Source: an optimization exercise on an open RTL-to-GDS flow (aim: small area and a short achievable clock period). Production flows keep margins and buffers that such runs may drop. RTL that was checked went through simulation tests only; none was proved equivalent to the original. No activity file was given, so power comes from the tool's default toggle rates.

==> flow/design.v (excerpt) <==
module cpu (
    input  wire        clk,
    input  wire        reset,
    output wire [7:0]  mem_addr,
    output wire [31:0] mem_wdata,
    output wire        mem_we,
    input  wire [31:0] mem_rdata
);
    localparam [5:0] S_RESET = 6'd0,  S_FETCH = 6'd1,  S_DECODE = 6'd2,
                     S_OVF   = 6'd3,  S_404   = 6'd4,  S_DIV0   = 6'd5,
                     S_ADD   = 6'd6,  S_AND   = 6'd7,  S_DIV    = 6'd8,
                     S_MULT  = 6'd9,  S_JR    = 6'd10, S_MFHI   = 6'd11,
                     S_MFLO  = 6'd12, S_SLL   = 6'd13, S_SLLV   = 6'd14,
                     S_SLT   = 6'd15, S_SRA   = 6'd16, S_SRAV   = 6'd17,
                     S_SRL   = 6'd18, S_SUB   = 6'd19, S_BREAK  = 6'd20,
                     S_RTE   = 6'd21, S_ADDM  = 6'd22, S_ADDI   = 6'd23,
                     S_ADDIU = 6'd24, S_BEQ   = 6'd25, S_BNE    = 6'd26,
                     S_BLE   = 6'd27, S_BGT   = 6'd28, S_SLLM   = 6'd29,
                     S_LB    = 6'd30, S_LH    = 6'd31, S_LUI    = 6'd32,
                     S_LW    = 6'd33, S_SB    = 6'd34, S_SH     = 6'd35,
                     S_SLTI  = 6'd36, S_SW    = 6'd37, S_J      = 6'd38,
                     S_JAL   = 6'd39;
    reg  [5:0]  st;       
    reg  [3:0]  cnt;      
    reg  [5:0]  last;     
    reg  [31:0] PC, EPC, ALUOut, A, B, IR;
    wire [5:0]  OPCODE = IR[31:26];
    wire [4:0]  RS     = IR[25:21];
    wire [4:0]  RT     = IR[20:16];
    wire [4:0]  RD     = IR[15:11];
    wire [15:0] IMM    = IR[15:0];
    wire [5:0]  FUNCT  = IR[5:0];
    wire        OVERFLOW, LESS, GT, ZERO;
    wire        MultStop, DivStop, DivZero;
    wire c0 = (cnt == 4'd0);
  ...
Size in the first run: roughly 5700 cells after synthesis, about 1500 flip-flops, ~75 I/O pins, about 58000 sq um of cells after synthesis.
export LEC_CHECK = 0
export CAP_MARGIN = 20
export CORE_MARGIN = 2
export CORE_UTILIZATION = 55
export CTS_BUF_LIST = sky130_fd_sc_hd__clkbuf_8
export CTS_CLUSTER_SIZE = 30
export SETUP_SLACK_MARGIN = 3.6
export SLEW_MARGIN = 20
create_clock -name core_clock -period 8.0 [get_ports {clk}]
standard.sh (not shown) runs the stock make flow with config.mk's settings and CLKGATE_MAP_FILE= SYNTH_SCRIPT=/design/flow/synth_recipe.tcl, a recipe that flattens the netlist after the stock synthesis.
==> flow/flow/run.sh <==
#!/bin/bash
# Own flow: the standard layout (standard synthesis, floorplan, power grid,
# placement, CTS, routing), with two changes to how cells are chosen:
#  - timing repair may resize cells to other footprints (MATCH_CELL_FOOTPRINT=0),
#  - ports are buffered with sky130_fd_sc_hd__buf_4 instead of a delay cell.
# make's full output goes to standard_make.log; ORFS keeps each step's log
# under orfs/logs/.
set -euo pipefail
bash standard.sh MATCH_CELL_FOOTPRINT=0 \
    'BUFFER_PORTS_ARGS=-buffer_cell sky130_fd_sc_hd__buf_4' \
    finish > standard_make.log 2>&1
Change:
==> flow/run.sh (new file) <==
#!/bin/bash
# synth_recipe.tcl (not shown) runs the flow's synth.tcl, then flattens the netlist and writes it again
# the make line also repeats each setting of config.mk as NAME=value (left out here)
make -C /OpenROAD-flow-scripts/flow DESIGN_CONFIG=/design/flow/config.mk WORK_HOME=/design/flow/orfs CLKGATE_MAP_FILE= SYNTH_SCRIPT=/design/flow/synth_recipe.tcl finish
- SETUP_SLACK_MARGIN: 3.6 -> 4.2
removed: flow/flow/run.sh
removed: flow/standard.sh
After rerunning:
- synthesized area is unchanged
- design area increases by 6.3%
- setup slack is better by 0.33 ns
- via count climbs by 4.0%
- count of clock-buffer cells in the layout came out higher by 17
- utilization came out higher by 3.9 points
Change:
- SETUP_SLACK_MARGIN: 4.2 -> 3.6
Routed wire length is lower by 4.9%.
Synthesized area is unchanged.
Combinational power is lower by 29%.

quartz:
Another version of the RTL of cpu (not shown whole).
For scale: ~5500 cells after synthesis, about 1500 flip-flops, about 75 I/O pins.
==> flow/config.mk <==
export PLATFORM = sky130hd
export DESIGN_NAME = cpu
export DESIGN_NICKNAME = cpu
export VERILOG_FILES = /design/flow/design.v
export SDC_FILE = /design/flow/constraint.sdc
export NUM_CORES = 4
export LEC_CHECK = 0
export CAP_MARGIN = 20
export CORE_MARGIN = 2
export CORE_UTILIZATION = 50
export CTS_BUF_LIST = sky130_fd_sc_hd__clkbuf_8
export CTS_CLUSTER_SIZE = 30
export SETUP_SLACK_MARGIN = 4.0
export SLEW_MARGIN = 20
==> flow/constraint.sdc <==
create_clock -name core_clock -period 8.0 [get_ports {clk}]
set_input_delay 1.6000 -clock core_clock [delete_from_list [all_inputs] [get_ports {clk}]]
set_output_delay 1.6000 -clock core_clock [all_outputs]
set_load 0.01 [all_outputs]
run.sh (not shown) runs the stock make flow with config.mk's settings and CLKGATE_MAP_FILE= SYNTH_SCRIPT=/design/flow/synth_recipe.tcl, a recipe that flattens the netlist after the stock synthesis.
Stock flow here: none of the scripts above is used.
Relative to quartz, the following input files were edited for xenon:
Settings: SETUP_SLACK_MARGIN now 3.0, was 4.0.
==> results.txt <==
- Sort xenon and quartz by power share of the sequential group desc -> top: xenon
- xenon: number of ordinary and repair buffers in the finished layout 189 below quartz
- Of xenon and quartz, the higher clock period minus worst slack belongs to xenon.
No run of this note included a check of the RTL's function; only the layout flow was run.

== sierra ==
Another version of the RTL of cpu (not shown whole).
For scale: about 5900 cells after synthesis, ~1500 flip-flops, ~75 I/O pins.
Design cpu, start of the top module:
module cpu (
    input  wire        clk,
    input  wire        reset,
    output wire [7:0]  mem_addr,
    output wire [31:0] mem_wdata,
    output wire        mem_we,
    input  wire [31:0] mem_rdata
);
    localparam [5:0] S_RESET = 6'd0,  S_FETCH = 6'd1,  S_DECODE = 6'd2,
                     S_OVF   = 6'd3,  S_404   = 6'd4,  S_DIV0   = 6'd5,
                     S_ADD   = 6'd6,  S_AND   = 6'd7,  S_DIV    = 6'd8,
                     S_MULT  = 6'd9,  S_JR    = 6'd10, S_MFHI   = 6'd11,
                     S_MFLO  = 6'd12, S_SLL   = 6'd13, S_SLLV   = 6'd14,
                     S_SLT   = 6'd15, S_SRA   = 6'd16, S_SRAV   = 6'd17,
                     S_SRL   = 6'd18, S_SUB   = 6'd19, S_BREAK  = 6'd20,
                     S_RTE   = 6'd21, S_ADDM  = 6'd22, S_ADDI   = 6'd23,
                     S_ADDIU = 6'd24, S_BEQ   = 6'd25, S_BNE    = 6'd26,
                     S_BLE   = 6'd27, S_BGT   = 6'd28, S_SLLM   = 6'd29,
                     S_LB    = 6'd30, S_LH    = 6'd31, S_LUI    = 6'd32,
                     S_LW    = 6'd33, S_SB    = 6'd34, S_SH     = 6'd35,
                     S_SLTI  = 6'd36, S_SW    = 6'd37, S_J      = 6'd38,
                     S_JAL   = 6'd39;
  ...
==> flow/config.mk <==
export PLATFORM = sky130hd
export DESIGN_NAME = cpu
export DESIGN_NICKNAME = cpu
export VERILOG_FILES = /design/flow/design.v
export SDC_FILE = /design/flow/constraint.sdc
export NUM_CORES = 4
export LEC_CHECK = 0
export CAP_MARGIN = 20
export CORE_MARGIN = 2
export CORE_UTILIZATION = 50
export CTS_BUF_LIST = sky130_fd_sc_hd__clkbuf_8
export CTS_CLUSTER_SIZE = 30
export SETUP_SLACK_MARGIN = 3.6
export SLEW_MARGIN = 20
==> flow/constraint.sdc <==
create_clock -name core_clock -period 8.0 [get_ports {clk}]
set_input_delay 1.6000 -clock core_clock [delete_from_list [all_inputs] [get_ports {clk}]]
set_output_delay 1.6000 -clock core_clock [all_outputs]
set_load 0.01 [all_outputs]
Edits applied to the flow inputs when going from sierra to garnet:
- swapping 3.6 for 3.0 in SETUP_SLACK_MARGIN
- Delta (garnet minus sierra): area of the multi-input gates saw a decrease; overall routed net length saw a decrease.
- Diff sierra..garnet | number of synthesized register bits | unchanged
- garnet: worst setup margin lower than sierra
No functional check of the RTL was part of any run of this note.

Another version of the RTL of cpu (not shown whole).
Size: roughly 5900 cells after synthesis, roughly 1500 flip-flops, ~75 I/O pins, roughly 60000 um2 of cells after synthesis.
export LEC_CHECK = 0
export CAP_MARGIN = 20
export CORE_MARGIN = 2
export CORE_UTILIZATION = 55
export CTS_BUF_LIST = sky130_fd_sc_hd__clkbuf_16
export CTS_CLUSTER_DIAMETER = 80
export CTS_CLUSTER_SIZE = 16
export SETUP_SLACK_MARGIN = 4.4
export SLEW_MARGIN = 20
create_clock -name core_clock -period 8.0 [get_ports {clk}]
standard.sh (not shown) runs the stock make flow with config.mk's settings and CLKGATE_MAP_FILE= SYNTH_SCRIPT=/design/flow/synth_recipe.tcl, a recipe that flattens the netlist after the stock synthesis.
==> flow/flow/run.sh <==
#!/bin/bash
# Own flow: the standard layout (standard synthesis, floorplan, power grid,
# placement, CTS, routing), with two changes to how cells are chosen:
#  - timing repair may resize cells to other footprints (MATCH_CELL_FOOTPRINT=0),
#  - ports are buffered with sky130_fd_sc_hd__buf_4 instead of a delay cell.
# make's full output goes to standard_make.log; ORFS keeps each step's log
# under orfs/logs/.
set -euo pipefail
bash standard.sh MATCH_CELL_FOOTPRINT=0 \
    'BUFFER_PORTS_ARGS=-buffer_cell sky130_fd_sc_hd__buf_4' \
    finish > standard_make.log 2>&1
The baseline went through all stages and came out clean.
Rerun with:
SETUP_SLACK_MARGIN = 4.2   (was 4.4)
Core utilization fell by 2.3 points.
Critical path depth rose by 4.
Flip-flop and latch count is unchanged.
Worst setup slack improved by 0.15 ns.

Another version of the RTL of cpu (not shown whole).
Size: ~1500 flip-flops, roughly 75 I/O pins, roughly 0.059 mm2 of cells after synthesis.
==> flow/config.mk <==
export PLATFORM = sky130hd
export DESIGN_NAME = cpu
export DESIGN_NICKNAME = cpu
export VERILOG_FILES = /design/flow/design.v
export SDC_FILE = /design/flow/constraint.sdc
export NUM_CORES = 4
export LEC_CHECK = 0
export CAP_MARGIN = 20
export CORE_MARGIN = 2
export CORE_UTILIZATION = 55
export CTS_BUF_LIST = sky130_fd_sc_hd__clkbuf_8
export CTS_CLUSTER_SIZE = 30
export SETUP_SLACK_MARGIN = 4.2
export SLEW_MARGIN = 20
==> flow/constraint.sdc <==
create_clock -name core_clock -period 8.0 [get_ports {clk}]
set_input_delay 1.6000 -clock core_clock [delete_from_list [all_inputs] [get_ports {clk}]]
set_output_delay 1.6000 -clock core_clock [all_outputs]
set_load 0.01 [all_outputs]
Scripts as last shown in full above: flow/flow/run.sh
Then changed:
==> flow/run.sh (new file) <==
#!/bin/bash
# synth_recipe.tcl (not shown) runs the flow's synth.tcl, then flattens the netlist and writes it again
# the make line also repeats each setting of config.mk as NAME=value (left out here)
make -C /OpenROAD-flow-scripts/flow DESIGN_CONFIG=/design/flow/config.mk WORK_HOME=/design/flow/orfs CLKGATE_MAP_FILE= SYNTH_SCRIPT=/design/flow/synth_recipe.tcl finish
Settings changed: SETUP_SLACK_MARGIN 4.2 to 3.9.
removed: flow/flow/run.sh
removed: flow/standard.sh
Outcome:
- The changed run passed the timing, DRC and antenna checks
- final area came out lower by 3.0%
- worst hold slack loses 0.029 ns
- cell count is lower by 1.6%
No run of this note included a check of the RTL's function; only the layout flow was run.

port drivers added, routing unchanged:
The flow's constraints put no driver on any port. The routed layouts listed below were extracted and timed again, unchanged, in two steps. Step 1 sets driving cells, clkbuf_16 on the clock port and buf_2 on the other inputs (assumed; they add their load-dependent delay and slew). Step 2 moves the port delays by t, midway between the first and last clock arrival at a register: inputs arrive t later, outputs are due t later. That takes back most of the time a late clock gives input paths. Three values: no drivers, after step 1, after step 2; two values: the first two.
run | shift t [ns] | setup WS [ns] | clock arrival spread, ns | worst slew at a driven data input, ns
the first run of note 1 | 0.966 | 3.564 / 3.528 / 3.409 | 0.066 / 0.066 | 0.05
the second run of note 1 | 0.988 | 3.890 / 3.826 / 3.249 | 0.061 / 0.060 | 0.34
the third run of note 1 | 0.981 | 3.577 / 3.531 / 3.422 | 0.069 / 0.070 | 0.06
quartz | 1.004 | 3.102 / 3.102 / 3.102 | 0.066 / 0.066 | 0.26
xenon | 1.002 | 3.005 / 3.005 / 3.005 | 0.080 / 0.080 | 0.05
sierra | 1.033 | 3.355 / 3.355 / 3.355 | 0.064 / 0.064 | 0.08
garnet | 1.027 | 2.937 / 2.937 / 2.937 | 0.063 / 0.063 | 0.04
the first run of note 4 | 0.822 | 3.940 / 3.847 / 3.542 | 0.089 / 0.089 | 0.32
the second run of note 4 | 0.812 | 4.086 / 3.842 / 3.662 | 0.054 / 0.055 | 0.40
the first run of note 5 | 1.026 | 4.071 / 3.744 / 3.323 | 0.078 / 0.077 | 0.42
the second run of note 5 | 0.992 | 3.815 / 3.779 / 3.447 | 0.075 / 0.074 | 0.21
After both steps every run listed still meets setup and hold. The setup slack of the first run of note 5, which loses most, moves by -0.327 ns with the drivers and by -0.748 ns with both steps.
